From an optimization exercise on the open Yosys and OpenROAD flow, aimed at small area; shortcuts taken in it are not production practice. RTL that was checked went through simulation tests only; none was proved equivalent to the original. Function not checked in run 5: the RTL went through the layout flow alone. No driver is modelled on the clock port, so clocking that relies on it looks cheaper here than on a real chip. No activity file was given, so power comes from the tool's default toggle rates.

<file path="design/flow/design.v">
module top(reset, clk, ps2clk, ps2data, hsync, vsync, red, green, blue);
input reset, clk;
input ps2clk, ps2data;
output hsync, vsync;
output [2:0] red, green, blue;
reg [1:0] hs;
reg [7:0] hb;
reg [1:0] vs;
reg [7:0] vb;
wire      hw = &hb;
wire      vw = &vb;
always @(posedge clk or posedge reset)
  if (reset) begin
    hs <= 2'd0; hb <= 8'd95; vs <= 2'd0; vb <= 8'd206;
  end else begin
    hb <= hw ? ((hs == 2'd3) ? 8'd94 : 8'd43) : hb + 8'd1;
    if (hw) hs <= hs + 2'd1;
    if (hs == 2'd0 && hb == 8'd95) begin
      vb <= vw ? ((vs == 2'd3) ? 8'd206 : (vs == 2'd0) ? 8'd122 : 8'd123) : vb + 8'd1;
      if (vw) vs <= vs + 2'd1;
    end
  end
assign hsync = ~(hs == 2'd0 && hb >= 8'd111 && hb <= 8'd206);
assign vsync = (vs == 2'd0) && (vb == 8'd219 || vb == 8'd220);
wire r1 = vs == 2'd1;
wire r2 = vs == 2'd2;
wire r3 = vs == 2'd3;
reg [3:0] ps;
wire fe = (ps == 4'd8);
always @(posedge clk or posedge reset)
  if (reset) ps <= 4'd0;
  else if (ps2clk) ps <= (ps < 4'd4) ? ps + 4'd1 : (ps == 4'd4) ? 4'd4 : 4'd1;
  else ps <= (ps >= 4'd4 && ps < 4'd8) ? ps + 4'd1 : 4'd0;
reg [8:0] shift;
reg [3:0] cnt;
reg       f0, p;
wire      found = cnt == 4'd11;    
wire      stop = cnt == 4'd10;
wire      good = ~shift[0] & ps2data & p;
wire [7:0] code = shift[8:1];
always @(posedge clk)
  if (fe && cnt < 4'd9) shift <= {ps2data, shift[8:1]};
always @(posedge clk or posedge reset)
  if (reset) begin
    cnt <= 4'd0; f0 <= 1'b0; p <= 1'b0;
  end else begin
    if (found) cnt <= 4'd0;
    if (fe) begin
      p <= stop ? 1'b0 : p ^ ps2data;
      if (stop) begin
        cnt <= 4'd0;
        if (good) begin
          if (f0) begin f0 <= 1'b0; cnt <= 4'd11; end
          else if (code == 8'hF0) f0 <= 1'b1;
        end
      end else cnt <= cnt + 4'd1;
    end
  end
reg [3:0] zone;
reg       flag;
reg [22:0] counter;
reg [2:0] k;
reg [2:0] s0, s1, s2, s3, s4, s5, s6, s7, cc;
reg       zk;
reg [3:0] zv;
always @* begin
  zk = 1'b1;
  case (code)
    8'h15: zv = 4'b1000;
    8'h16: zv = 4'b0000;
    8'h1E: zv = 4'b0001;
    8'h26: zv = 4'b0010;
    8'h25: zv = 4'b0111;
    8'h2E: zv = 4'b1001;
    8'h36: zv = 4'b0011;
    8'h3D: zv = 4'b0110;
    8'h3E: zv = 4'b0101;
    8'h46: zv = 4'b0100;
    8'h35: zv = 4'b1010;
    8'h3C: zv = 4'b1011;
    8'h4B: zv = 4'b1100;
    default: begin zv = 4'bxxxx; zk = 1'b0; end
  endcase
end
reg       hit;
reg [2:0] ncol;
always @*
  case (code)
    8'h2D: begin hit = 1'b1; ncol = 3'b100; end
    8'h34: begin hit = 1'b1; ncol = 3'b010; end
    8'h24: begin hit = 1'b1; ncol = 3'b011; end
    8'h1D: begin hit = 1'b1; ncol = 3'b111; end
    8'h32: begin hit = 1'b1; ncol = 3'b001; end
    default: begin hit = 1'b0; ncol = 3'bxxx; end
  endcase
wire zQ = zone == 4'b1000;
wire zC = zone == 4'b1001;
wire zY = zone == 4'b1010;
wire zU = zone == 4'b1011;
wire zL = zone == 4'b1100;
wire [2:0] wslot = zone[2:0] + k;
wire       wr    = found & hit & ~zone[3];
wire       ldall = found & (zQ | zY | zU);
wire [7:0] ld    = ({8{wr}} & (8'd1 << wslot)) | {8{ldall}};
wire [2:0] dE    = zQ ? 3'b000 : zY ? 3'b111 : zU ? 3'b101 : ncol;
wire [2:0] dO    = zQ ? 3'b000 : zY ? 3'b011 : zU ? 3'b101 : ncol;
wire       ldc   = found & (zQ | zY | (zC & hit));
wire [2:0] dc    = zQ ? 3'b000 : zY ? 3'b011 : ncol;
wire        en    = !found && !flag;
wire        step  = en && (counter == 23'h4691b0);
wire [22:0] cnext = {counter[21:0], ~(counter[22] ^ counter[17])};
always @(posedge clk or posedge reset)
  if (reset) begin
    zone <= 4'b1000; flag <= 1'b1; counter <= 23'd0; k <= 3'd0;
    s0 <= 3'd0; s1 <= 3'd0; s2 <= 3'd0; s3 <= 3'd0;
    s4 <= 3'd0; s5 <= 3'd0; s6 <= 3'd0; s7 <= 3'd0; cc <= 3'd0;
  end else begin
    if (found & zk) zone <= zv;
    if (found & zQ) flag <= 1'b1;
    if (found & zL) flag <= 1'b0;
    if (en) counter <= step ? 23'd0 : cnext;
    if (found & (zY | zU)) k <= 3'd0;
    else if (step) k <= k + 3'd1;
    if (ld[0]) s0 <= dE;
    if (ld[1]) s1 <= dO;
    if (ld[2]) s2 <= dE;
    if (ld[3]) s3 <= dO;
    if (ld[4]) s4 <= dE;
    if (ld[5]) s5 <= dO;
    if (ld[6]) s6 <= dE;
    if (ld[7]) s7 <= dO;
    if (ldc) cc <= dc;
  end
reg [2:0] rpos;    
always @*
  case ({r1, r2, r3, hs})
    5'b10001: rpos = 3'd0;
    5'b10010: rpos = 3'd1;
    5'b10011: rpos = 3'd2;
    5'b01011: rpos = 3'd3;
    5'b00111: rpos = 3'd4;
    5'b00110: rpos = 3'd5;
    5'b00101: rpos = 3'd6;
    default:  rpos = 3'd7;
  endcase
wire inarea = (r1 | r2 | r3) & (hs != 2'd0);
wire centre = r2 & (hs == 2'd2);
wire [2:0] rslot = rpos + k;
reg  [2:0] rc;
always @*
  case (rslot)
    3'd0: rc = s0; 3'd1: rc = s1; 3'd2: rc = s2; 3'd3: rc = s3;
    3'd4: rc = s4; 3'd5: rc = s5; 3'd6: rc = s6; default: rc = s7;
  endcase
wire [2:0] col = !inarea ? 3'd0 : centre ? cc : rc;
wire snake = col == 3'b101;
assign red   = snake ? ~rslot : {3{col[2]}};
assign green = {3{col[1]}};
assign blue  = {3{col[0] & ~snake}};
endmodule
</file>
<file path="design/flow/flow/run.sh">
#!/bin/bash
# Own layout flow: the standard flow with
#  - area-oriented ABC scripts in synthesis, the smallest result kept
#    (flow/synth.tcl, flow/area*.abc),
#    with adders left to ABC (no ORFS adder or Kogge-Stone carry mapping),
#  - the smallest buffer on every port,
#  - clock tree synthesis without dummy loads, then clock buffers shrunk
#    where the clock pin slew allows (flow/resize_clk.tcl).
set -euo pipefail
W=$PWD
export AREA_ABC_SCRIPTS="$W/flow/area1.abc $W/flow/area2.abc $W/flow/area3.abc $W/flow/area4.abc"
export FLOW_SYNTH_TCL=$W/synth_recipe.tcl
export SYNTH_OPERATIONS_ARGS="-noshare"
export BUFFER_PORTS_ARGS="-buffer_cell sky130_fd_sc_hd__buf_1"
export CTS_ARGS="-sink_clustering_enable -repair_clock_nets -dont_use_dummy_load -buf_list sky130_fd_sc_hd__clkbuf_8 -sink_clustering_size 25 -sink_clustering_max_diameter 60"
bash standard.sh SYNTH_SCRIPT=$W/flow/synth.tcl ADDER_MAP_FILE= synth > $W/synth.log 2>&1
bash standard.sh SYNTH_SCRIPT=$W/flow/synth.tcl ADDER_MAP_FILE= cts > $W/cts.log 2>&1
export RESULTS=$W/orfs/results/$FLOW_PLATFORM/top/base
openroad -no_init -exit $W/flow/resize_clk.tcl > $W/resize_clk.log 2>&1
bash standard.sh SYNTH_SCRIPT=$W/flow/synth.tcl ADDER_MAP_FILE= finish > $W/layout.log 2>&1
</file>
<file path="design/flow/flow/area1.abc">
strash
&get -n
&fraig -x
&put
scorr
dc2
strash
&get -n
&deepsyn -T 30
&put
strash
&get -n
&dch -f
&nf -a -F 10 -A 10
&put
mfs3 -ae -K 8 -H 6 -R 4
strash
&get -n
&dch -f
&nf -a -F 10 -A 10
&put
mfs3 -ae -K 8 -H 6 -R 4
strash
&get -n
&dch -f
&nf -a -F 10 -A 10
&put
mfs3 -ae -K 8 -H 6 -R 4
topo
dnsize
</file>
<file path="design/flow/flow/area2.abc">
strash
&get -n
&fraig -x
&put
scorr
dc2
strash
&get -n
&deepsyn -T 60
&put
strash
&get -n
&dch -f
&nf -a -F 10 -A 10
&put
mfs3 -ae -K 8 -H 6 -R 4
strash
&get -n
&dch -f
&nf -a -F 10 -A 10
&put
mfs3 -ae -K 8 -H 6 -R 4
strash
&get -n
&dch -f
&nf -a -F 10 -A 10
&put
mfs3 -ae -K 8 -H 6 -R 4
strash
&get -n
&dch -f
&nf -a -F 10 -A 10
&put
mfs3 -ae -K 8 -H 6 -R 4
strash
&get -n
&dch -f
&nf -a -F 10 -A 10
&put
mfs3 -ae -K 8 -H 6 -R 4
topo
dnsize
</file>
<file path="design/flow/flow/area3.abc">
strash
&get -n
&fraig -x
&put
scorr
dc2
strash
&get -n
&deepsyn -T 30
&put
strash
&get -n
&dch -f
&nf -a -F 10 -A 10
&put
mfs3 -ae -K 8 -H 6 -R 4
topo
dnsize
</file>
<file path="design/flow/flow/area4.abc">
strash
&get -n
&fraig -x
&put
scorr
dc2
strash
&get -n
&deepsyn -T 30
&put
strash
&get -n
&dch -f
&nf -a
&put
topo
dnsize
</file>
<file path="design/flow/flow/resize_clk.tcl">
# Shrink clock-tree buffers after CTS: each buffer CTS made (clkbuf_*) is
# given the smallest of clkbuf_2 / clkbuf_4 that keeps every flip-flop
# clock pin's estimated slew under 110 ps; otherwise it keeps its size.
# The buffers keep their places, so the placement stays legal.
set P $::env(FLOW_HOME)/platforms/$::env(FLOW_PLATFORM)
set R $::env(RESULTS)
read_lef $P/lef/sky130_fd_sc_hd.tlef
read_lef $P/lef/sky130_fd_sc_hd_merged.lef
read_liberty $P/lib/sky130_fd_sc_hd__tt_025C_1v80.lib
read_db $R/4_cts.odb
read_sdc $R/4_cts.sdc
source $P/setRC.tcl
estimate_parasitics -placement
proc maxslew {} {
  set mx 0
  foreach pin [get_pins */CLK] {
    set s [get_property $pin slew_max]
    if {$s > $mx} { set mx $s }
  }
  return $mx
}
puts "clock pin slew before: [maxslew]"
foreach inst [get_cells clkbuf_*] {
  set old [get_property $inst ref_name]
  foreach cand {sky130_fd_sc_hd__clkbuf_2 sky130_fd_sc_hd__clkbuf_4} {
    if {$cand eq $old} { break }
    replace_cell $inst $cand
    estimate_parasitics -placement
    set m [maxslew]
    if {$m < 0.110} {
      puts "[get_property $inst name]: $old -> $cand, clock pin slew $m"
      set old $cand
      break
    }
    replace_cell $inst $old
  }
}
estimate_parasitics -placement
puts "clock pin slew after: [maxslew]"
write_db $R/4_cts.odb
</file>
<file path="design/flow/flow/synth.tcl">
# synth_recipe.tcl with area-oriented technology mapping. The logic that
# ORFS hands to ABC is saved, and ABC is run on it once per script in
# AREA_ABC_SCRIPTS, each in a yosys process of its own (a script that fails
# there is skipped). The smallest mapped result replaces the design; if
# every script fails, the standard ABC call runs instead.
proc abc {args} {
  set std $args
  set rest {}
  set i 0
  while {$i < [llength $args]} {
    set a [lindex $args $i]
    if {$a eq "-script" || $a eq "-D"} {
      incr i 2
    } else {
      lappend rest $a
      incr i
    }
  }
  set dir $::env(OBJECTS_DIR)/area_abc
  file mkdir $dir
  yosys write_rtlil $dir/pre.il
  set lib [lindex $::env(LIB_FILES) 0]
  set best ""
  set best_area 1e12
  set n 0
  foreach s $::env(AREA_ABC_SCRIPTS) {
    incr n
    set ys $dir/try$n.ys
    set fh [open $ys w]
    puts $fh "read_rtlil $dir/pre.il"
    puts $fh "abc -script $s -D 40000 [join $rest { }]"
    puts $fh "write_rtlil $dir/try$n.il"
    puts $fh "tee -q -o $dir/try$n.stat stat -liberty $lib"
    close $fh
    if {[catch {exec $::env(YOSYS_EXE) -q -l $dir/try$n.log -s $ys} err]} {
      puts "area abc: $s failed"
      continue
    }
    set fh [open $dir/try$n.stat r]
    set txt [read $fh]
    close $fh
    if {![regexp {Chip area for module [^:]*: ([0-9.]+)} $txt -> a]} {
      puts "area abc: $s gave no area"
      continue
    }
    puts "area abc: $s gives $a"
    if {$a < $best_area} {
      set best_area $a
      set best $dir/try$n.il
    }
  }
  if {$best eq ""} {
    yosys abc {*}$std
  } else {
    puts "area abc: keeping $best ($best_area)"
    yosys design -reset
    yosys read_rtlil $best
  }
}
source $::env(FLOW_SYNTH_TCL)
</file>
<file path="design/flow/standard.sh">
#!/bin/bash
# synth_recipe.tcl (not shown) runs the flow's synth.tcl, then flattens the netlist and writes it again
# the make line also repeats each setting of config.mk as NAME=value (left out here)
make -C /OpenROAD-flow-scripts/flow DESIGN_CONFIG=/design/flow/config.mk WORK_HOME=/design/flow/orfs CLKGATE_MAP_FILE= SYNTH_SCRIPT=/design/flow/synth_recipe.tcl "${@:-finish}"
</file>
<file path="design/flow/config.mk">
export PLATFORM = sky130hd
export DESIGN_NAME = top
export DESIGN_NICKNAME = top
export VERILOG_FILES = /design/flow/design.v
export SDC_FILE = /design/flow/constraint.sdc
export NUM_CORES = 4
export LEC_CHECK = 0
export CAP_MARGIN = 20
export CORE_MARGIN = 2
export CORE_UTILIZATION = 85
export SLEW_MARGIN = 20
</file>
<file path="design/flow/constraint.sdc">
create_clock -name core_clock -period 40.0 [get_ports {clk}]
set_input_delay 8.0000 -clock core_clock [delete_from_list [all_inputs] [get_ports {clk}]]
set_output_delay 8.0000 -clock core_clock [all_outputs]
set_load 0.01 [all_outputs]
</file>
==> metrics.yaml, run 1 <==
drt:
  wl_mm: 12.4
  viasPerCell: 7.52
  drtIter0Drc: 668
  wl_per_cell_um: 23.7
  num_vias: 3925
  detail-route-antenna-nets: 0
  drcViolationCount: 0
  first_pass_iters: 8
timing:
  tightest_slew_ns: 1.07
  finalCriticalPeriod_ns: 12.83
  rsz0062_at_grt: "false"
  maxClockFrequency_ghz: 0.0780
  slew_viol_final: 0
  hold_viol_final: 0
  clock_skew_ns: 0.0279
  finalSetupViolations: 0
  maxSlewHeadroom_pct: 27.7
  period_share_pct: 32.1
  finalSetupTns_ns: 0
outcome:
  status: "finished clean"
synthesis:
  ys_seq_area_share_pct: 54.9
  synthTopCellsByArea: "dfrtp_1, mux2_1, dfstp_2"
  syn_area_um2: 4530
  synth_top_area_share_pct: 41.4
  yosys_most_used_dff: "dfrtp_1"
  synth_nets: 435
  avgSynthCellArea_um2: 10.5
  yosysWarnings: 1
  synthArstFlopShare_pct: 90.7
  synthCells: 431
  yosysTopAreaCell: "dfrtp_1"
  synth_edf_count: 9
  synth-seq-cells: 97
  post_synth_num_cell_types: 40
floorplan:
  boundaryPins: 15
  dieWidth_um: 77.0
  die_h_um: 77.0
  initial_utilization_pct: 88.2
  coreArea_um2: 5140
  rows: 26
  die_area_um2: 5930
setup_path:
  r2r-start: "hb[0]$_DFF_PP1_"
  reg2reg_setup_slack_ns: 36.34
  cp_max_fo: 9
  r2r_cells: 12
  required_ns: 32.00
  r2r-end: "vs[1]$_DFFE_PP0P_"
  critPathKind: "register to primary output"
  critPathCaptureType: "primary output"
  startpoint: "vs[0]$_DFFE_PP0P_"
  start_kind: "register"
  crit_path_end: "red[0]"
  worstPathArrival_ns: 4.83
cells_and_area:
  drive_above_1_share_pct: 5.75
  fin_nets: 458
  n_antenna_cell: 0
  area.growth.synth_to_final_pct: 5.38
  finalNonFillerCells: 522
global_routing:
  grt_usage_pct: 45.5
  antenna_found_initial: 1
  grt_max_degree: 89
  grt_pass1_wl_mm: 20.3
  overflow: 0
  grt_pass1_vias: 3933
clock_network:
  post_cts_resized: 0
  post_cts_buffers: 0
  cts_tree: "done"
  clkSlewWorstSetupHoldPaths_ns: 0.10
  cts-htree-levels: 3
  insertion_delay_ns: 0.58
  cts.sinks: 97
  cts.path.max_buffers: 2
  cts_hold_buf: 0
  cts_root_buffer: "clkbuf_8"
  cts_buffers: 9
place:
  io_buffers: 14
  dp_hpwl_mm: 7.35
  routabilityCongestion: 0.882
  dp.cells: 513
pwr:
  finalPower_w: 0.000163
  ir_drop_mv: 0.0318
  p_leak_nw: 2.03
  power_density_nw_per_um2: 34.1
worst_hold_path:
  hold_path_class: "register to register"
job:
  max_cap_violations: 0
cell usage after synthesis, drive strengths merged, types with 2 or more instances:
master  instances
nor2           40
nand2b          8
a31oi           6
dfrtp          75
o21ai          27
clkinv          8
or3             2
buf             4
o31ai           4
edfxtp          9
nand3          11
a21oi          27
a211oi          2
nor3           19
nand4           6
xnor2          11
o31a            3
a21boi          5
a222oi          6
xor2            7
nor4            4
mux2i           3
o22ai           4
dfstp          13
mux2           39
a22o            2
nand2          59
o211ai          2
and3            9
and2            4
o21a            3
worst max-delay path: stages, from the launching register on:
cell      delay, ns
dfrtp_1        0.50
and3_1         0.21
or3_1          0.35
a211o_1        0.32
nand2_1        0.24
nor2_1         0.19
nor3_1         0.74
a21oi_1        0.14
xnor2_1        0.48
mux2i_1        0.18
mux2_1         0.32
o211ai_1       0.29
o21ai_0        0.14
buf_1          0.15
power by group:
part / internal [W] / total (W) / switching (W)
Clock: 0.0000172 / 0.0000479 / 0.0000307
Sequential: 0.000102 / 0.000106 / 0.00000375
Combinational: 0.00000271 / 0.00000955 / 0.00000684
Total: 0.000122 / 0.000163 / 0.0000413
area by class of cell:
type,instances,area [um^2]
Fill cell,175,363
Clock buffer,9,109
Multi-Input combinational cell,322,1990
Inverter,8,31.3
Sequential cell,97,2490
Timing Repair Buffer,16,71.3
Tap cell,70,87.6
cells by family after synthesis:
logic type | count (synthesis) | share of synthesized area [%]
AOI/OAI and AO/OA | 97 | 13.4
xor gates and xnor gates | 18 | 3.48
buffers and inverters | 12 | 1.32
DFF | 97 | 54.9
muxes | 42 | 10.4
and+or+nand+nor | 165 | 16.6
routing by layer:
metal | track usage, % | up-vias | part of all wire [%] | wire (um)
met5 | 0 | - | 0.089 | 11
met4 | 26.3 | 2 | 6.2 | 766
met3 | 11.4 | 105 | 11 | 1310
met2 | 74.0 | 351 | 49 | 6010
met1 | 55.8 | 1851 | 35 | 4290
li1 | - | 1616 | - | -
registers in the layout, indices dropped and copies added, names as in the netlist, 4 cells and up:
signal,cells
cnt,4
shift,9
vb,8
hb,8
zone,4
ps,4
counter,23
per-stage QoR:
| stage | util, % | instance area (um^2) | hold WS (ns) | worst slack, ns |
|---|---|---|---|---|
| after global placement | 90.7 | 4660 | 0.433 | 28.30 |
| after CTS | 93.1 | 4780 | 0.487 | 27.48 |
| final | 92.9 | 4780 | 0.490 | 27.17 |
| after detailed placement | 90.7 | 4660 | 0.465 | 27.89 |
| after global routing | 92.9 | 4780 | 0.505 | 26.95 |
| after floorplan | - | 4530 | 0.427 | 28.52 |
worst min path at each step:
| stage | to | slack (ns) | cells after the start | from |
|---|---|---|---|---|
| global route | hb[0]$_DFF_PP1_ | 0.51 | 1 | hb[0]$_DFF_PP1_ |
| floorplan | hb[0]$_DFF_PP1_ | 0.43 | 1 | hb[0]$_DFF_PP1_ |
| global placement | hb[0]$_DFF_PP1_ | 0.43 | 1 | hb[0]$_DFF_PP1_ |
| CTS | hb[0]$_DFF_PP1_ | 0.49 | 1 | hb[0]$_DFF_PP1_ |
| detailed placement | hb[0]$_DFF_PP1_ | 0.47 | 1 | hb[0]$_DFF_PP1_ |
| finish | hb[0]$_DFF_PP1_ | 0.49 | 1 | hb[0]$_DFF_PP1_ |
cell usage in the layout (no fill, tap or decap), types with 2 or more instances in the layout:
| master | Yosys | final |
|---|---|---|
| o22ai_1 | 4 | 4 |
| and2_0 | 4 | 4 |
| o21ai_0 | 27 | 27 |
| dfstp_2 | 13 | 13 |
| nand2b_1 | 8 | 8 |
| nor4_1 | 4 | 4 |
| buf_1 | 0 | 14 |
| edfxtp_1 | 9 | 9 |
| dfrtp_1 | 75 | 75 |
| or3_1 | 2 | 2 |
| o21a_1 | 3 | 3 |
| clkbuf_8 | 0 | 7 |
| nor2_1 | 40 | 40 |
| o31a_1 | 3 | 3 |
| a31oi_1 | 6 | 6 |
| clkinv_1 | 8 | 7 |
| a222oi_1 | 6 | 6 |
| a211oi_1 | 2 | 2 |
| nand4_1 | 6 | 6 |
| mux2i_1 | 3 | 3 |
| xor2_1 | 7 | 7 |
| mux2_1 | 39 | 39 |
| o211ai_1 | 2 | 2 |
| xnor2_1 | 11 | 11 |
| nand2_1 | 59 | 59 |
| nand3_1 | 11 | 11 |
| a21oi_1 | 27 | 27 |
| and3_1 | 9 | 9 |
| nor3_1 | 19 | 18 |
| a22o_1 | 2 | 2 |
| a21boi_0 | 5 | 5 |
| o31ai_1 | 4 | 4 |
==> inputs of run 2 (changes only) <==
--- a/design/flow/config.mk
+++ b/design/flow/config.mk
@@ -8,4 +8,4 @@
 export CAP_MARGIN = 20
 export CORE_MARGIN = 2
-export CORE_UTILIZATION = 85
+export CORE_UTILIZATION = 70
 export SLEW_MARGIN = 20
==> metrics.yaml, run 2 <==
global_routing:
  antenna_found_initial: 0
  overflow: 0
  grt_pass1_wl_mm: 14.7
  grt_pass1_vias: 3172
  grt_usage_pct: 25.7
  grt_max_degree: 89
timing:
  maxClockFrequency_ghz: 0.0801
  period_share_pct: 31.2
  slew_viol_final: 0
  finalSetupTns_ns: 0
  finalCriticalPeriod_ns: 12.48
  maxSlewHeadroom_pct: 35.9
  tightest_slew_ns: 0.950
  hold_viol_final: 0
  rsz0062_at_grt: "false"
  finalSetupViolations: 0
  clock_skew_ns: 0.0353
floorplan:
  die_h_um: 84.5
  rows: 29
  coreArea_um2: 6310
  initial_utilization_pct: 71.8
  dieWidth_um: 84.5
  die_area_um2: 7140
  boundaryPins: 15
place:
  routabilityCongestion: 0.945
  dp.cells: 520
  dpl-instance-area_um2: 4670
  io_buffers: 14
  dp_hpwl_mm: 6.06
synthesis:
  synth_nets: 435
  avgSynthCellArea_um2: 10.5
  synth_top_area_share_pct: 41.4
  synthTopCellsByArea: "dfrtp_1, mux2_1, dfstp_2"
  synth-seq-cells: 97
  syn_area_um2: 4530
  synth_most_common_cell: "dfrtp_1"
  yosysTopAreaCell: "dfrtp_1"
  synthCells: 431
  yosysWarnings: 1
  synth_edf_count: 9
  netlist_top_cells_count: "dfrtp_1, nand2_1, nor2_1"
  post_synth_num_cell_types: 40
  ys_seq_area_share_pct: 54.9
  synthArstFlopShare_pct: 90.7
  yosys_most_used_dff: "dfrtp_1"
cells_and_area:
  num-fill-cells: 444
  area.growth.synth_to_final_pct: 5.30
  largest_reg_flops: 23
  n_antenna_cell: 0
  finalNonFillerCells: 529
  post-route-util_pct: 75.6
  regMostFlops: "counter"
  design_area_um2: 4770
  final_cell_mix: "dfrtp_1, nand2_1, nor2_1"
  layout_commonest_cell: "dfrtp_1"
  drive_above_1_share_pct: 5.75
  fin_nets: 458
  reg_top3: "counter (23), shift (9)"
setup_path:
  path_buf_inv: 1
  required_ns: 32.00
  critical-path-slowest-cell: "nor3_1"
  critPathKind: "register to primary output"
  path_common_cell: "a21oi_1"
  crit_path_cell_trace: "a21oi_1 -> or3_1 -> a211o_1 -> nand2_1 -> nor2_1 -> nor3_1 -> a21oi_1 -> xnor2_1 -> mux2i_1 -> mux2_1 -> o211ai_1 -> o21ai_0 -> buf_1"
  critPathCaptureType: "primary output"
  reg2reg_setup_slack_ns: 36.54
  worstPathArrival_ns: 4.48
  cp_max_fo: 9
  start_kind: "register"
  cp_top_family: "simple AND/OR/NAND/NOR gates"
  slowest_delay_ns: 0.69
drt:
  drtIter0Drc: 197
  detail-route-antenna-nets: 0
  drcViolationCount: 0
  viasPerCell: 6.27
  first_pass_iters: 6
  wl_per_cell_um: 15.9
  num_vias: 3319
  wl_mm: 8.40
clock_network:
  post_cts_resized: 0
  insertion_delay_ns: 0.51
  cts_root_buffer: "clkbuf_8"
  cts_buffers: 9
  cts-htree-levels: 3
  cts.path.max_buffers: 2
  cts_tree: "done"
  post_cts_buffers: 0
  cts.sinks: 97
  clkSlewWorstSetupHoldPaths_ns: 0.10
  cts_hold_buf: 0
pwr:
  finalPower_w: 0.000156
  power_density_nw_per_um2: 32.6
  ir_drop_mv: 0.0292
  p_leak_nw: 2.02
outcome:
  status: "finished clean"
job:
  max_cap_violations: 0
worst_hold_path:
  hold_path_class: "register to register"
-- run 2: cell type report --
class                      count  area, um^2  area share [%]
clock buffer                   9        96.3            2.02
inverter                       8        31.3           0.655
multi-input combinational    322        1990            41.7
sequential                    97        2490            52.1
tap                           77        96.3            2.02
timing repair buffer          16        71.3            1.49
-- run 2: worst paths after layout --
| check | start | end | depth (start not counted) |
|---|---|---|---|
| max | hs[0]$_DFFE_PP0P_ | red[2] | 13 |
| min | hb[0]$_DFF_PP1_ | hb[0]$_DFF_PP1_ | 1 |
| max reg2reg | hb[0]$_DFF_PP1_ | vb[0]$_DFFE_PP0P_ | 12 |
| min reg2reg | hb[0]$_DFF_PP1_ | hb[0]$_DFF_PP1_ | 1 |
| max in group asynchronous | reset | hb[7]$_DFF_PP0_ | 3 |
| min in group asynchronous | reset | counter[20]$_DFFE_PP0P_ | 3 |
-- run 2: routing by layer --
layer | vias up | GRT usage, % | part of all wire (%)
met5 | - | 0 | 0
met4 | 0 | 6.78 | 1.3
met3 | 12 | 5.01 | 4.9
met2 | 83 | 43.1 | 47
met1 | 1598 | 34.9 | 47
li1 | 1626 | - | -
-- run 2: cells by family after synthesis --
family	count (synthesis)	synth area share (%)
AND/OR/NAND/NOR	165	16.6
AO/OA/AOI/OAI	97	13.4
flip-flops	97	54.9
multiplexers	42	10.4
XOR/XNOR	18	3.48
buffers and inverters	12	1.32
-- run 2: power by group --
part | internal [W] | switching, W
registers | 0.000102 | 0.00000309
clock network | 0.0000151 | 0.0000276
logic | 0.00000270 | 0.00000524
-- run 2: per-stage QoR --
step | setup WS, ns | hold slack, ns
floorplan | 28.52 | 0.427
global placement | 28.25 | 0.434
detailed placement | 28.07 | 0.449
CTS | 27.67 | 0.472
global route | 27.09 | 0.488
finish | 27.52 | 0.467
==> inputs of run 3 (changes only) <==
--- a/design/flow/config.mk
+++ b/design/flow/config.mk
@@ -6,6 +6,7 @@
 export NUM_CORES = 4
 export LEC_CHECK = 0
-export CAP_MARGIN = 20
+export CAP_MARGIN = 0
 export CORE_MARGIN = 2
 export CORE_UTILIZATION = 70
-export SLEW_MARGIN = 20
+export GPL_TIMING_DRIVEN = 0
+export SLEW_MARGIN = 0
==> metrics.yaml, run 3 <==
floorplan:
  dieWidth_um: 84.5
  boundaryPins: 15
  rows: 29
  initial_utilization_pct: 71.8
  coreArea_um2: 6310
  die_h_um: 84.5
  die_area_um2: 7140
synthesis:
  netlist_top_cells_count: "dfrtp_1, nand2_1, nor2_1"
  yosys_most_used_dff: "dfrtp_1"
  post_synth_num_cell_types: 40
  avgSynthCellArea_um2: 10.5
  synth-seq-cells: 97
  synth_edf_count: 9
  syn_area_um2: 4530
  synth_most_common_cell: "dfrtp_1"
  synthArstFlopShare_pct: 90.7
  synthTopCellsByArea: "dfrtp_1, mux2_1, dfstp_2"
  synth_top_area_share_pct: 41.4
  ys_seq_area_share_pct: 54.9
  yosysTopAreaCell: "dfrtp_1"
  synth_nets: 435
  synthCells: 431
  yosysWarnings: 1
clock_network:
  insertion_delay_ns: 0.53
  clkSlewWorstSetupHoldPaths_ns: 0.09
  post_cts_resized: 0
  cts_root_buffer: "clkbuf_8"
  cts_tree: "done"
  cts-htree-levels: 3
  post_cts_buffers: 0
  cts.path.max_buffers: 2
  cts_hold_buf: 0
  cts_buffers: 9
  cts.sinks: 97
global_routing:
  grt_max_degree: 89
  antenna_found_initial: 0
  grt_pass1_wl_mm: 14.3
  grt_usage_pct: 25.2
  grt_pass1_vias: 3134
  overflow: 0
timing:
  finalSetupTns_ns: 0
  maxClockFrequency_ghz: 0.0774
  finalCriticalPeriod_ns: 12.92
  tightest_slew_ns: 1.17
  slew_viol_final: 0
  maxSlewHeadroom_pct: 21.3
  hold_viol_final: 0
  rsz0062_at_grt: "false"
  period_share_pct: 32.3
  finalSetupViolations: 0
  clock_skew_ns: 0.0260
drt:
  wl_mm: 8.39
  num_vias: 3319
  wl_per_cell_um: 15.8
  drcViolationCount: 0
  drtIter0Drc: 241
  detail-route-antenna-nets: 0
  viasPerCell: 6.25
  first_pass_iters: 5
setup_path:
  cp_max_fo: 9
  r2r-end: "vs[1]$_DFFE_PP0P_"
  reg2reg_setup_slack_ns: 36.59
  critPathCaptureType: "primary output"
  r2r-start: "hb[0]$_DFF_PP1_"
  critPathKind: "register to primary output"
  r2r_cells: 12
  worstPathArrival_ns: 4.92
  start_kind: "register"
  required_ns: 32.00
pwr:
  power_density_nw_per_um2: 32.8
  p_leak_nw: 2.04
  ir_drop_mv: 0.0328
  finalPower_w: 0.000157
cells_and_area:
  regMostFlops: "counter"
  area.growth.synth_to_final_pct: 5.74
  drive_above_1_share_pct: 6.17
  largest_reg_flops: 23
  reg_top3: "counter (23), shift (9)"
  n_antenna_cell: 0
  area.sequential_um2: 2490
  multi_input_area_um2: 1990
  layout_commonest_cell: "dfrtp_1"
  final_cell_mix: "dfrtp_1, nand2_1, nor2_1"
  num-fill-cells: 457
  fin_nets: 460
worst_hold_path:
  hp-start: "hb[0]$_DFF_PP1_"
  hold_end: "hb[0]$_DFF_PP1_"
  hold_path_class: "register to register"
  hold_depth: 1
place:
  routabilityCongestion: 0.836
  io_buffers: 14
  dp_hpwl_mm: 5.88
outcome:
  status: "finished clean"
job:
  max_cap_violations: 0
## run 3: cell counts after synthesis
No cell type changed its count.
## run 3: logic make-up (layout without fill, tap and decap cells)
kind of cell	count (synthesis)	count (layout)	share of synthesized area [%]
simple gates	165	165	16.6
compound gates	97	97	13.4
flops	97	97	54.9
mux	42	42	10.4
xor+xnor	18	18	3.48
buf+inv	12	35	1.32
## run 3: critical path, cell delays in order (launching register included)
cell and delay, ns:
dfrtp_1 0.48, and3_1 0.20, or3_1 0.35, a211o_1 0.32
nand2_1 0.30, nor2_1 0.20, nor3_1 0.85, a21oi_1 0.12
xnor2_1 0.51, mux2i_1 0.30, mux2i_1 0.13, nor3_1 0.32
buf_4 0.17, buf_1 0.14
## run 3: report_power, final
group | internal (W) | switching (W) | total, W
registers | 0.000102 | 0.00000313 | 0.000105
clock network | 0.0000161 | 0.0000281 | 0.0000442
logic | 0.00000262 | 0.00000535 | 0.00000796
## run 3: cell type report
| type | instances | share of cell area, % |
|---|---|---|
| Sequential cell | 97 | 51.9 |
| Inverter | 8 | 0.731 |
| Multi-Input combinational cell | 322 | 41.5 |
| Tap cell | 77 | 2.01 |
| Clock buffer | 9 | 2.14 |
| Buffer | 4 | 0.626 |
| Timing Repair Buffer | 14 | 1.10 |
## run 3: how the worst max path moves through the flow
stage                            startpoint        to  depth (start not counted)
after floorplan           vs[0]$_DFFE_PP0P_  green[1]                         12
after global placement    vs[0]$_DFFE_PP0P_  green[1]                         13
after detailed placement  vs[0]$_DFFE_PP0P_  green[1]                         13
after CTS                 vs[0]$_DFFE_PP0P_  green[1]                         13
after global routing      vs[0]$_DFFE_PP0P_  green[1]                         13
final                     vs[0]$_DFFE_PP0P_  green[1]                         13
## run 3: routing by layer
layer	wire length (um)	global-route usage [%]	vias to the layer above
li1	-	-	1612
met1	3960	35.2	1609
met2	3960	40.2	83
met3	327	4.42	15
met4	133	9.52	0
met5	0	0	-
## run 3: through the flow
step / utilization, % / hold WS (ns) / cells / area [um^2] / setup WS [ns]
after global placement: 74.2 / 0.435 / 522 / 4680 / 27.80
after global routing: 75.9 / 0.493 / 531 / 4790 / 26.70
final: 75.9 / 0.484 / 531 / 4790 / 27.08
after CTS: 76.3 / 0.487 / 531 / 4810 / 27.26
after detailed placement: 74.3 / 0.467 / 522 / 4690 / 27.67
after floorplan: - / 0.427 / 431 / 4530 / 28.52
==> inputs of run 4 (changes only) <==
--- a/design/flow/config.mk
+++ b/design/flow/config.mk
@@ -9,4 +9,3 @@
 export CORE_MARGIN = 2
 export CORE_UTILIZATION = 70
-export GPL_TIMING_DRIVEN = 0
 export SLEW_MARGIN = 0
==> metrics.yaml, run 4 <==
outcome:
  status: "finished clean"
timing:
  tightest_slew_ns: 1.23
  fin_hold_ws_ns: 0.460
  finalCriticalPeriod_ns: 12.48
  finalSetupViolations: 0
  maxSlewHeadroom_pct: 17.3
  maxClockFrequency_ghz: 0.0801
  slew_viol_final: 0
  hold_viol_final: 0
  finalSetupTns_ns: 0
  clock_skew_ns: 0.0354
  period_share_pct: 31.2
  rsz0062_at_grt: "false"
cells_and_area:
  fin_nets: 458
  finalNonFillerCells: 529
  regMostFlops: "counter"
  n_antenna_cell: 0
  drive_above_1_share_pct: 5.53
  layout_commonest_cell: "dfrtp_1"
  final_cell_mix: "dfrtp_1, nand2_1, nor2_1"
  post-route-util_pct: 75.5
  multi_input_area_um2: 1980
  num-fill-cells: 435
  area.growth.synth_to_final_pct: 5.11
  largest_reg_flops: 23
  area.sequential_um2: 2490
  reg_top3: "counter (23), shift (9)"
setup_path:
  worstPathArrival_ns: 4.48
  cp_max_fo: 9
  critPathKind: "register to primary output"
  critical-path-slowest-cell: "nor3_1"
  path_common_cell: "a21oi_1"
  required_ns: 32.00
  r2r_cells: 12
  r2r-start: "hb[0]$_DFF_PP1_"
  start_kind: "register"
  reg2reg_setup_slack_ns: 36.54
  r2r-end: "vb[0]$_DFFE_PP0P_"
  slowest_delay_ns: 0.67
  critPathCaptureType: "primary output"
  crit_path_cell_trace: "a21oi_1 -> or3_1 -> a211o_1 -> nand2_1 -> nor2_1 -> nor3_1 -> a21oi_1 -> xnor2_1 -> mux2i_1 -> mux2_1 -> o211ai_1 -> o21ai_0 -> buf_1"
synthesis:
  synthArstFlopShare_pct: 90.7
  synth_most_common_cell: "dfrtp_1"
  synth-seq-cells: 97
  synthTopCellsByArea: "dfrtp_1, mux2_1, dfstp_2"
  syn_area_um2: 4530
  post_synth_num_cell_types: 40
  yosys_most_used_dff: "dfrtp_1"
  synthCells: 431
  netlist_top_cells_count: "dfrtp_1, nand2_1, nor2_1"
  yosysWarnings: 1
  synth_edf_count: 9
  synth_top_area_share_pct: 41.4
  synth_nets: 435
  ys_seq_area_share_pct: 54.9
  yosysTopAreaCell: "dfrtp_1"
  avgSynthCellArea_um2: 10.5
pwr:
  power_density_nw_per_um2: 32.5
  ir_drop_mv: 0.0309
  p_leak_nw: 2.02
global_routing:
  grt_max_degree: 89
  grt_pass1_vias: 3207
  antenna_found_initial: 0
  overflow: 0
  grt_usage_pct: 25.5
  grt_pass1_wl_mm: 14.7
clock_network:
  post_cts_resized: 0
  cts_buffers: 9
  cts_tree: "done"
  cts_hold_buf: 0
  clkSlewWorstSetupHoldPaths_ns: 0.10
  insertion_delay_ns: 0.49
  post_cts_buffers: 0
  cts.path.max_buffers: 2
  cts.sinks: 97
  cts-htree-levels: 3
  cts_root_buffer: "clkbuf_8"
worst_hold_path:
  hp-start: "ps[3]$_DFF_PP0_"
  hold_end: "ps[1]$_DFF_PP0_"
  hold_path_class: "register to register"
  hold_depth: 1
floorplan:
  dieWidth_um: 84.5
  rows: 29
  coreArea_um2: 6310
  die_area_um2: 7140
  die_h_um: 84.5
  initial_utilization_pct: 71.8
  boundaryPins: 15
drt:
  wl_per_cell_um: 15.8
  drtIter0Drc: 276
  viasPerCell: 6.36
  detail-route-antenna-nets: 0
  drcViolationCount: 0
  num_vias: 3364
  first_pass_iters: 6
  wl_mm: 8.36
place:
  routabilityCongestion: 0.945
  io_buffers: 14
  dp.cells: 520
  dp_hpwl_mm: 5.98
job:
  max_cap_violations: 0
[run 4: changes by cell type in the layout (fill, tap and decap cells not counted), sizes merged]
cell / before / now
buf: 18 / 16
[run 4: metrics by stage]
| stage | setup slack (ns) | power (W) | instance area, um^2 |
|---|---|---|---|
| floorplan | 28.52 | 0.000112 | 4530 |
| global placement | 28.25 | 0.000114 | 4670 |
| detailed placement | 28.04 | 0.000115 | 4670 |
| CTS | 27.67 | 0.000162 | 4790 |
| global route | 27.04 | 0.000162 | 4760 |
| finish | 27.52 | 0.000155 | 4760 |
[run 4: cell type report]
class / count / area share [%]
multi-input cells: 322 / 41.6
flip-flops and latches: 97 / 52.2
well taps: 77 / 2.02
clock buffers: 9 / 2.02
inverters: 8 / 0.657
repair buffers: 16 / 1.42
[run 4: routing by layer]
layer / track usage (%) / routed length (um)
met1: 35.2 / 3850
met2: 42.7 / 4070
met3: 3.44 / 313
met4: 8.23 / 123
met5: 0 / 0
[run 4: where the power goes]
part / internal [W] / switching [W]
Sequential: 0.000102 / 0.00000295
Clock: 0.0000151 / 0.0000269
Combinational: 0.00000266 / 0.00000522
Total: 0.000120 / 0.0000350
[run 4: worst max path at each step]
stage	from	slack [ns]	end
4_1_cts	hs[0]$_DFFE_PP0P_	27.67	red[2]
3_3_place_gp	vs[0]$_DFFE_PP0P_	28.25	red[1]
3_5_place_dp	hs[0]$_DFFE_PP0P_	28.04	red[2]
5_1_grt	hs[0]$_DFFE_PP0P_	27.04	red[2]
6_report	hs[0]$_DFFE_PP0P_	27.52	red[2]
2_1_floorplan	vs[0]$_DFFE_PP0P_	28.52	green[1]
[run 4: kinds of logic (layout without fill, tap and decap cells)]
kind of cell	count (synthesis)	count (layout)	synth area share, %
simple gates	165	165	16.6
flops	97	97	54.9
mux	42	42	10.4
xor+xnor	18	18	3.48
compound gates	97	97	13.4
buf+inv	12	33	1.32
[run 4: critical path, delay by kind of cell, from the launching register on]
family,cells,cell delay (ns)
buffers and inverters,1,0.15
muxes,2,0.48
DFF,1,0.50
and+or+nand+nor,4,1.48
AOI/OAI and AO/OA,5,0.92
xor gates and xnor gates,1,0.47
==> inputs of run 5 (changes only) <==
--- a/design/flow/design.v
+++ b/design/flow/design.v
@@ -5,17 +5,19 @@
 output [2:0] red, green, blue;
 reg [1:0] hs;
-reg [7:0] hb;
+reg [7:0] hbq;
 reg [1:0] vs;
-reg [7:0] vb;
+reg [7:0] vbq;
+wire [7:0] hb = hbq ^ 8'd95;
+wire [7:0] vb = vbq ^ 8'd206;
 wire      hw = &hb;
 wire      vw = &vb;
 always @(posedge clk or posedge reset)
   if (reset) begin
-    hs <= 2'd0; hb <= 8'd95; vs <= 2'd0; vb <= 8'd206;
+    hs <= 2'd0; hbq <= 8'd0; vs <= 2'd0; vbq <= 8'd0;
   end else begin
-    hb <= hw ? ((hs == 2'd3) ? 8'd94 : 8'd43) : hb + 8'd1;
+    hbq <= (hw ? ((hs == 2'd3) ? 8'd94 : 8'd43) : hb + 8'd1) ^ 8'd95;
     if (hw) hs <= hs + 2'd1;
     if (hs == 2'd0 && hb == 8'd95) begin
-      vb <= vw ? ((vs == 2'd3) ? 8'd206 : (vs == 2'd0) ? 8'd122 : 8'd123) : vb + 8'd1;
+      vbq <= (vw ? ((vs == 2'd3) ? 8'd206 : (vs == 2'd0) ? 8'd122 : 8'd123) : vb + 8'd1) ^ 8'd206;
       if (vw) vs <= vs + 2'd1;
     end
@@ -57,6 +59,8 @@
     end
   end
-reg [3:0] zone;
-reg       flag;
+reg [3:0] zq;      
+reg       run;     
+wire [3:0] zone = zq ^ 4'b1000;
+wire      flag = ~run;
 reg [22:0] counter;
 reg [2:0] k;
@@ -112,11 +116,11 @@
 always @(posedge clk or posedge reset)
   if (reset) begin
-    zone <= 4'b1000; flag <= 1'b1; counter <= 23'd0; k <= 3'd0;
+    zq <= 4'b0000; run <= 1'b0; counter <= 23'd0; k <= 3'd0;
     s0 <= 3'd0; s1 <= 3'd0; s2 <= 3'd0; s3 <= 3'd0;
     s4 <= 3'd0; s5 <= 3'd0; s6 <= 3'd0; s7 <= 3'd0; cc <= 3'd0;
   end else begin
-    if (found & zk) zone <= zv;
-    if (found & zQ) flag <= 1'b1;
-    if (found & zL) flag <= 1'b0;
+    if (found & zk) zq <= zv ^ 4'b1000;
+    if (found & zQ) run <= 1'b0;
+    if (found & zL) run <= 1'b1;
     if (en) counter <= step ? 23'd0 : cnext;
     if (found & (zY | zU)) k <= 3'd0;
--- a/design/flow/config.mk
+++ b/design/flow/config.mk
@@ -6,6 +6,6 @@
 export NUM_CORES = 4
 export LEC_CHECK = 0
-export CAP_MARGIN = 0
+export CAP_MARGIN = 20
 export CORE_MARGIN = 2
 export CORE_UTILIZATION = 70
-export SLEW_MARGIN = 0
+export SLEW_MARGIN = 20
==> metrics.yaml, run 5 <==
floorplan:
  initial_utilization_pct: 72.0
  rows: 29
  dieWidth_um: 84.6
  boundaryPins: 15
  die_h_um: 84.6
  die_area_um2: 7150
  coreArea_um2: 6310
setup_path:
  critPathKind: "register to primary output"
  startpoint: "vs[0]$_DFFE_PP0P_"
  required_ns: 32.00
  slowest_delay_ns: 0.77
  crit_path_cell_trace: "nand2_1 -> nand2_1 -> xor2_1 -> xor2_1 -> nor2_1 -> a21oi_1 -> xnor2_1 -> nor2_1 -> a311o_1 -> a222oi_1 -> a31oi_1 -> buf_1"
  r2r-start: "hbq[1]$_DFF_PP0_"
  worstPathArrival_ns: 4.14
  cp_max_fo: 14
  start_kind: "register"
  critPathCaptureType: "primary output"
  critical-path-slowest-cell: "xor2_1"
synthesis:
  synthCells: 435
  synthArstFlopShare_pct: 90.7
  synthTopCellsByArea: "dfrtp_1, mux2_1, edfxtp_1"
  yosys_most_used_dff: "dfrtp_1"
  netlist_top_cells_count: "dfrtp_1, nand2_1, nor2_1"
  avgSynthCellArea_um2: 10.4
  ys_seq_area_share_pct: 54.4
  synth-seq-cells: 97
  syn_area_um2: 4540
  synth_top_area_share_pct: 48.5
  post_synth_num_cell_types: 46
  synth_nets: 439
  synth_most_common_cell: "dfrtp_1"
  yosysWarnings: 1
  yosysTopAreaCell: "dfrtp_1"
  synth_edf_count: 9
timing:
  clock_skew_ns: 0.0333
  fin_ws_ns: 27.86
  maxClockFrequency_ghz: 0.0824
  slew_viol_final: 0
  hold_viol_final: 0
  maxSlewHeadroom_pct: 36.3
  period_share_pct: 30.3
  finalSetupViolations: 0
  tightest_slew_ns: 0.952
  rsz0062_at_grt: "false"
  finalCriticalPeriod_ns: 12.14
  finalSetupTns_ns: 0
clock_network:
  cts_tree: "done"
  post_cts_buffers: 0
  cts.path.max_buffers: 2
  cts.sinks: 97
  cts_buffers: 9
  cts_root_buffer: "clkbuf_8"
  cts-htree-levels: 3
  clkSlewWorstSetupHoldPaths_ns: 0.08
  cts_hold_buf: 0
  insertion_delay_ns: 0.54
  post_cts_resized: 0
cells_and_area:
  fin_nets: 462
  finalNonFillerCells: 533
  area.growth.synth_to_final_pct: 5.32
  num-fill-cells: 438
  final_cell_mix: "dfrtp_1, nand2_1, nor2_1"
  largest_reg_flops: 23
  n_antenna_cell: 0
  layout_commonest_cell: "dfrtp_1"
  regMostFlops: "counter"
  drive_above_1_share_pct: 3.07
  reg_top3: "counter (23), shift (9)"
  design_area_um2: 4780
global_routing:
  overflow: 0
  grt_max_degree: 89
  antenna_found_initial: 0
  grt_pass1_wl_mm: 14.3
  grt_pass1_vias: 3185
  grt_usage_pct: 25.1
place:
  dp.cells: 524
  dp_slack_ns: 28.51
  io_buffers: 14
  routabilityCongestion: 0.909
  dpl-instance-area_um2: 4680
  dp_hpwl_mm: 5.84
drt:
  wl_per_cell_um: 15.7
  num_vias: 3266
  first_pass_iters: 5
  wl_mm: 8.39
  wl_met3_um: 211
  top_layer_used: "met4"
  detail-route-antenna-nets: 0
  viasPerCell: 6.13
  drt-met1-wl_mm: 3.99
  drtIter0Drc: 174
  wl_met2_mm: 4.01
  drcViolationCount: 0
pwr:
  power_density_nw_per_um2: 36.1
  ir_drop_mv: 0.0321
  p_leak_nw: 2.23
outcome:
  status: "finished clean"
worst_hold_path:
  hp-start: "hbq[0]$_DFF_PP0_"
  hold_path_class: "register to register"
job:
  max_cap_violations: 0
==> run 5: cell count changes after synthesis, sizes merged, moves of 7 or more <==
cell and change:
o21ai -8, nor2 +11, xnor2 -7, and3 -7, nand2 +9, dfrtp +13, dfstp -13
==> run 5: area by class of cell <==
| class | instances | area, um^2 | share of cell area (%) |
|---|---|---|---|
| well taps | 77 | 96.3 | 2.01 |
| repair buffers | 16 | 71.3 | 1.49 |
| multi-input cells | 324 | 2000 | 41.9 |
| flip-flops and latches | 97 | 2470 | 51.7 |
| inverters | 10 | 38.8 | 0.811 |
| clock buffers | 9 | 103 | 2.14 |
==> run 5: worst paths after layout <==
path / endpoint / slack (ns) / cells past startpoint
min in group asynchronous: counter[8]$_DFFE_PP0P_ / 7.66 / 3
setup reg to reg: vs[1]$_DFFE_PP0P_ / 35.87 / 13
max in group asynchronous: cc[1]$_DFFE_PP0P_ / 31.83 / 3
hold / removal: hbq[0]$_DFF_PP0_ / 0.45 / 1
setup / recovery: red[0] / 27.86 / 12
hold reg to reg: hbq[0]$_DFF_PP0_ / 0.45 / 1
==> run 5: critical path: cells and delay by family, from the launching register on <==
family | cells | cell delay, ns
compound gates | 4 | 1.14
xor+xnor | 3 | 1.23
buf+inv | 1 | 0.15
flops | 1 | 0.50
simple gates | 4 | 0.60
==> run 5: logic make-up after synthesis <==
logic type / Yosys count / share of synthesized area [%]
and+or+nand+nor: 173 / 16.7
xor gates and xnor gates: 14 / 2.70
AOI/OAI and AO/OA: 90 / 12.6
DFF: 97 / 54.4
muxes: 47 / 12.1
buffers and inverters: 14 / 1.49
==> run 5: stage by stage <==
| step | hold slack, ns | total power [W] | util (%) |
|---|---|---|---|
| global placement | 0.437 | 0.000129 | 74.1 |
| CTS | 0.454 | 0.000178 | 76.1 |
| global route | 0.492 | 0.000180 | 75.8 |
| detailed placement | 0.445 | 0.000130 | 74.1 |
| floorplan | 0.422 | 0.000125 | - |
| finish | 0.455 | 0.000173 | 75.8 |
==> run 5: power breakdown <==
group | leakage (nW) | internal, W | switching [W]
Combinational | 0.906 | 0.00000707 | 0.0000117
Sequential | 1.26 | 0.000104 | 0.00000494
Clock | 0.0565 | 0.0000161 | 0.0000286
==> run 5: routing by layer <==
metal | vias to the layer above | global-route usage [%]
met5 | - | 0
met4 | 0 | 10.5
met3 | 17 | 3.74
met2 | 59 | 40.2
met1 | 1580 | 34.6
li1 | 1610 | -
==> inputs of run 6 (changes only) <==
--- a/design/flow/design.v
+++ b/design/flow/design.v
@@ -5,19 +5,17 @@
 output [2:0] red, green, blue;
 reg [1:0] hs;
-reg [7:0] hbq;
+reg [7:0] hb;
 reg [1:0] vs;
-reg [7:0] vbq;
-wire [7:0] hb = hbq ^ 8'd95;
-wire [7:0] vb = vbq ^ 8'd206;
+reg [7:0] vb;
 wire      hw = &hb;
 wire      vw = &vb;
 always @(posedge clk or posedge reset)
   if (reset) begin
-    hs <= 2'd0; hbq <= 8'd0; vs <= 2'd0; vbq <= 8'd0;
+    hs <= 2'd0; hb <= 8'd95; vs <= 2'd0; vb <= 8'd206;
   end else begin
-    hbq <= (hw ? ((hs == 2'd3) ? 8'd94 : 8'd43) : hb + 8'd1) ^ 8'd95;
+    hb <= hw ? ((hs == 2'd3) ? 8'd94 : 8'd43) : hb + 8'd1;
     if (hw) hs <= hs + 2'd1;
     if (hs == 2'd0 && hb == 8'd95) begin
-      vbq <= (vw ? ((vs == 2'd3) ? 8'd206 : (vs == 2'd0) ? 8'd122 : 8'd123) : vb + 8'd1) ^ 8'd206;
+      vb <= vw ? ((vs == 2'd3) ? 8'd206 : (vs == 2'd0) ? 8'd122 : 8'd123) : vb + 8'd1;
       if (vw) vs <= vs + 2'd1;
     end
@@ -59,8 +57,6 @@
     end
   end
-reg [3:0] zq;      
-reg       run;     
-wire [3:0] zone = zq ^ 4'b1000;
-wire      flag = ~run;
+reg [3:0] zone;
+reg       flag;
 reg [22:0] counter;
 reg [2:0] k;
@@ -116,11 +112,11 @@
 always @(posedge clk or posedge reset)
   if (reset) begin
-    zq <= 4'b0000; run <= 1'b0; counter <= 23'd0; k <= 3'd0;
+    zone <= 4'b1000; flag <= 1'b1; counter <= 23'd0; k <= 3'd0;
     s0 <= 3'd0; s1 <= 3'd0; s2 <= 3'd0; s3 <= 3'd0;
     s4 <= 3'd0; s5 <= 3'd0; s6 <= 3'd0; s7 <= 3'd0; cc <= 3'd0;
   end else begin
-    if (found & zk) zq <= zv ^ 4'b1000;
-    if (found & zQ) run <= 1'b0;
-    if (found & zL) run <= 1'b1;
+    if (found & zk) zone <= zv;
+    if (found & zQ) flag <= 1'b1;
+    if (found & zL) flag <= 1'b0;
     if (en) counter <= step ? 23'd0 : cnext;
     if (found & (zY | zU)) k <= 3'd0;
--- a/design/flow/flow/resize_clk.tcl
+++ b/design/flow/flow/resize_clk.tcl
@@ -1,5 +1,6 @@
-# Shrink clock-tree buffers after CTS: each buffer CTS made (clkbuf_*) is
-# given the smallest of clkbuf_2 / clkbuf_4 that keeps every flip-flop
-# clock pin's estimated slew under 110 ps; otherwise it keeps its size.
+# Shrink clock-tree buffers after CTS: each buffer CTS made (clkbuf_*),
+# leaf buffers first and the root last, is given the smallest of
+# clkbuf_1 / clkbuf_2 / clkbuf_4 that keeps every flip-flop clock pin's
+# estimated slew under 115 ps; otherwise it keeps its size.
 # The buffers keep their places, so the placement stays legal.
 set P $::env(FLOW_HOME)/platforms/$::env(FLOW_PLATFORM)
@@ -21,12 +22,16 @@
 }
 puts "clock pin slew before: [maxslew]"
-foreach inst [get_cells clkbuf_*] {
+set bufs [get_cells clkbuf_*]
+set order {}
+foreach inst $bufs { if {[get_property $inst name] ne "clkbuf_0_clk"} { lappend order $inst } }
+foreach inst $bufs { if {[get_property $inst name] eq "clkbuf_0_clk"} { lappend order $inst } }
+foreach inst $order {
   set old [get_property $inst ref_name]
-  foreach cand {sky130_fd_sc_hd__clkbuf_2 sky130_fd_sc_hd__clkbuf_4} {
+  foreach cand {sky130_fd_sc_hd__clkbuf_1 sky130_fd_sc_hd__clkbuf_2 sky130_fd_sc_hd__clkbuf_4} {
     if {$cand eq $old} { break }
     replace_cell $inst $cand
     estimate_parasitics -placement
     set m [maxslew]
-    if {$m < 0.110} {
+    if {$m < 0.115} {
       puts "[get_property $inst name]: $old -> $cand, clock pin slew $m"
       set old $cand
--- a/design/flow/config.mk
+++ b/design/flow/config.mk
@@ -6,6 +6,6 @@
 export NUM_CORES = 4
 export LEC_CHECK = 0
-export CAP_MARGIN = 20
+export CAP_MARGIN = 0
 export CORE_MARGIN = 2
 export CORE_UTILIZATION = 70
-export SLEW_MARGIN = 20
+export SLEW_MARGIN = 0
==> metrics.yaml, run 6 <==
synthesis:
  ys_seq_area_share_pct: 54.9
  synth_nets: 435
  synthArstFlopShare_pct: 90.7
  post_synth_num_cell_types: 40
  synth_most_common_cell: "dfrtp_1"
  yosysTopAreaCell: "dfrtp_1"
  netlist_top_cells_count: "dfrtp_1, nand2_1, nor2_1"
  synthTopCellsByArea: "dfrtp_1, mux2_1, dfstp_2"
  yosys_most_used_dff: "dfrtp_1"
  synth-seq-cells: 97
  synth_edf_count: 9
  syn_area_um2: 4530
  avgSynthCellArea_um2: 10.5
  yosysWarnings: 1
  synthCells: 431
  synth_top_area_share_pct: 41.4
cells_and_area:
  final_cell_mix: "dfrtp_1, nand2_1, nor2_1"
  drive_above_1_share_pct: 5.53
  n_antenna_cell: 0
  regMostFlops: "counter"
  reg_top3: "counter (23), shift (9)"
  largest_reg_flops: 23
  finalNonFillerCells: 529
  fin_nets: 458
  layout_commonest_cell: "dfrtp_1"
  area.growth.synth_to_final_pct: 4.97
worst_hold_path:
  hold_path_class: "register to register"
  hold_depth: 1
  hold_end: "ps[1]$_DFF_PP0_"
  hp-start: "ps[3]$_DFF_PP0_"
global_routing:
  grt_usage_pct: 25.5
  grt_pass1_wl_mm: 14.7
  grt_pass1_vias: 3207
  grt_max_degree: 89
  antenna_found_initial: 0
  overflow: 0
setup_path:
  cp_max_fo: 9
  slowest_delay_ns: 0.68
  reg2reg_setup_slack_ns: 36.54
  required_ns: 32.00
  path_common_cell: "a21oi_1"
  critPathCaptureType: "primary output"
  start_kind: "register"
  critPathKind: "register to primary output"
  r2r-end: "vb[0]$_DFFE_PP0P_"
  crit_path_cell_trace: "a21oi_1 -> or3_1 -> a211o_1 -> nand2_1 -> nor2_1 -> nor3_1 -> a21oi_1 -> xnor2_1 -> mux2i_1 -> mux2_1 -> o211ai_1 -> o21ai_0 -> buf_1"
  r2r-start: "hb[0]$_DFF_PP1_"
  r2r_cells: 12
  critical-path-slowest-cell: "nor3_1"
  worstPathArrival_ns: 4.48
pwr:
  finalPower_w: 0.000153
  ir_drop_mv: 0.0309
  p_leak_nw: 2.02
  power_density_nw_per_um2: 32.2
job:
  max_cap_violations: 0
timing:
  clock_skew_ns: 0.0332
  finalCriticalPeriod_ns: 12.48
  finalSetupTns_ns: 0
  tightest_slew_ns: 1.23
  period_share_pct: 31.2
  hold_viol_final: 0
  finalSetupViolations: 0
  rsz0062_at_grt: "false"
  slew_viol_final: 0
  maxSlewHeadroom_pct: 17.1
  maxClockFrequency_ghz: 0.0801
clock_network:
  cts-htree-levels: 3
  post_cts_buffers: 0
  insertion_delay_ns: 0.48
  post_cts_resized: 0
  cts_tree: "done"
  cts.sinks: 97
  cts.path.max_buffers: 2
  cts_hold_buf: 0
  clkSlewWorstSetupHoldPaths_ns: 0.10
  cts_buffers: 9
  cts_root_buffer: "clkbuf_8"
drt:
  drtIter0Drc: 274
  detail-route-antenna-nets: 0
  num_vias: 3353
  first_pass_iters: 5
  viasPerCell: 6.34
  wl_per_cell_um: 15.8
  drcViolationCount: 0
  wl_mm: 8.38
floorplan:
  die_h_um: 84.5
  coreArea_um2: 6310
  dieWidth_um: 84.5
  die_area_um2: 7140
  initial_utilization_pct: 71.8
  boundaryPins: 15
  rows: 29
place:
  dp.cells: 520
  routabilityCongestion: 0.945
  io_buffers: 14
  dp_hpwl_mm: 5.98
outcome:
  status: "finished clean"
[run 6: cell type report]
type / count / area, um^2
clock buffer: 9 / 90.1
fill: 437 / 1560
inverter: 8 / 31.3
multi-input combinational: 322 / 1980
sequential: 97 / 2490
tap: 77 / 96.3
timing repair buffer: 16 / 67.6
[run 6: cell families (layout without fill, tap and decap cells)]
| kind of cell | count (synthesis) | in the layout | synth area share (%) |
|---|---|---|---|
| mux | 42 | 42 | 10.4 |
| xor+xnor | 18 | 18 | 3.48 |
| flops | 97 | 97 | 54.9 |
| simple gates | 165 | 165 | 16.6 |
| buf+inv | 12 | 33 | 1.32 |
| compound gates | 97 | 97 | 13.4 |
[run 6: stage by stage]
step	util (%)	hold WS [ns]	setup slack, ns	area (um^2)
after floorplan	-	0.427	28.52	4530
after global placement	73.9	0.434	28.25	4670
after detailed placement	73.9	0.448	28.04	4670
after CTS	75.9	0.464	27.67	4790
after global routing	75.4	0.479	27.05	4760
final	75.4	0.459	27.52	4760
[run 6: critical path, delay by kind of cell, from the launching register on]
| family | cells | cell delay (ns) |
|---|---|---|
| and+or+nand+nor | 4 | 1.49 |
| AOI/OAI and AO/OA | 5 | 0.92 |
| DFF | 1 | 0.50 |
| muxes | 2 | 0.48 |
| xor gates and xnor gates | 1 | 0.47 |
| buffers and inverters | 1 | 0.15 |
[run 6: power by group]
group	internal (W)	switching, W	total (W)
Sequential	0.000102	0.00000294	0.000105
Clock	0.0000141	0.0000267	0.0000408
Combinational	0.00000266	0.00000523	0.00000789
[run 6: worst max path at each step]
stage          slack, ns       end  cells past startpoint              start
6_report           27.52    red[2]                     13  hs[0]$_DFFE_PP0P_
3_5_place_dp       28.04    red[2]                     13  hs[0]$_DFFE_PP0P_
3_3_place_gp       28.25    red[1]                     13  vs[0]$_DFFE_PP0P_
4_1_cts            27.67    red[2]                     13  hs[0]$_DFFE_PP0P_
5_1_grt            27.05    red[2]                     13  hs[0]$_DFFE_PP0P_
2_1_floorplan      28.52  green[1]                     12  vs[0]$_DFFE_PP0P_
[run 6: metal layers]
layer  GRT usage, %  wire length [um]  up-vias
li1               -                 -     1612
met1           35.2              3880     1653
met2           42.7              4080       77
met3           3.44               300       11
met4           8.23               122        0
met5              0                 0        -

[afterwards: timing with drivers on the ports]
No port has a modelled driver above. Below, the same layouts with a new extraction and two added sets of constraints.
Step 1 sets driving cells, clkbuf_16 on the clock port and buf_2 on the other inputs (assumed; they add their load-dependent delay and slew).
Step 2, shift: input delay + t, output delay - t, t = (earliest + latest rising clock arrival at the registers) / 2. This alone moves slack from input paths to output paths.
a / b / c = ideal / step 1 / step 2; a / b = the first two.
run	t, ns	setup WS [ns]	hold WS [ns]	worst setup path after step 2	slew at the worst register clock pin (ns)
run 1	0.593	27.172 / 27.143 / 27.736	0.490 / 0.490 / 0.490	register to output	0.10 / 0.10
run 2	0.520	27.520 / 27.491 / 28.011	0.467 / 0.467 / 0.467	register to output	0.11 / 0.11
run 3	0.548	27.082 / 27.054 / 27.602	0.484 / 0.484 / 0.484	register to output	0.10 / 0.10
run 4	0.502	27.518 / 27.491 / 27.992	0.460 / 0.460 / 0.460	register to output	0.10 / 0.10
run 5	0.554	27.860 / 27.831 / 28.385	0.455 / 0.455 / 0.455	register to output	0.11 / 0.11
run 6	0.493	27.521 / 27.493 / 27.987	0.459 / 0.459 / 0.459	register to output	0.11 / 0.11
After both steps every run listed still meets setup and hold.
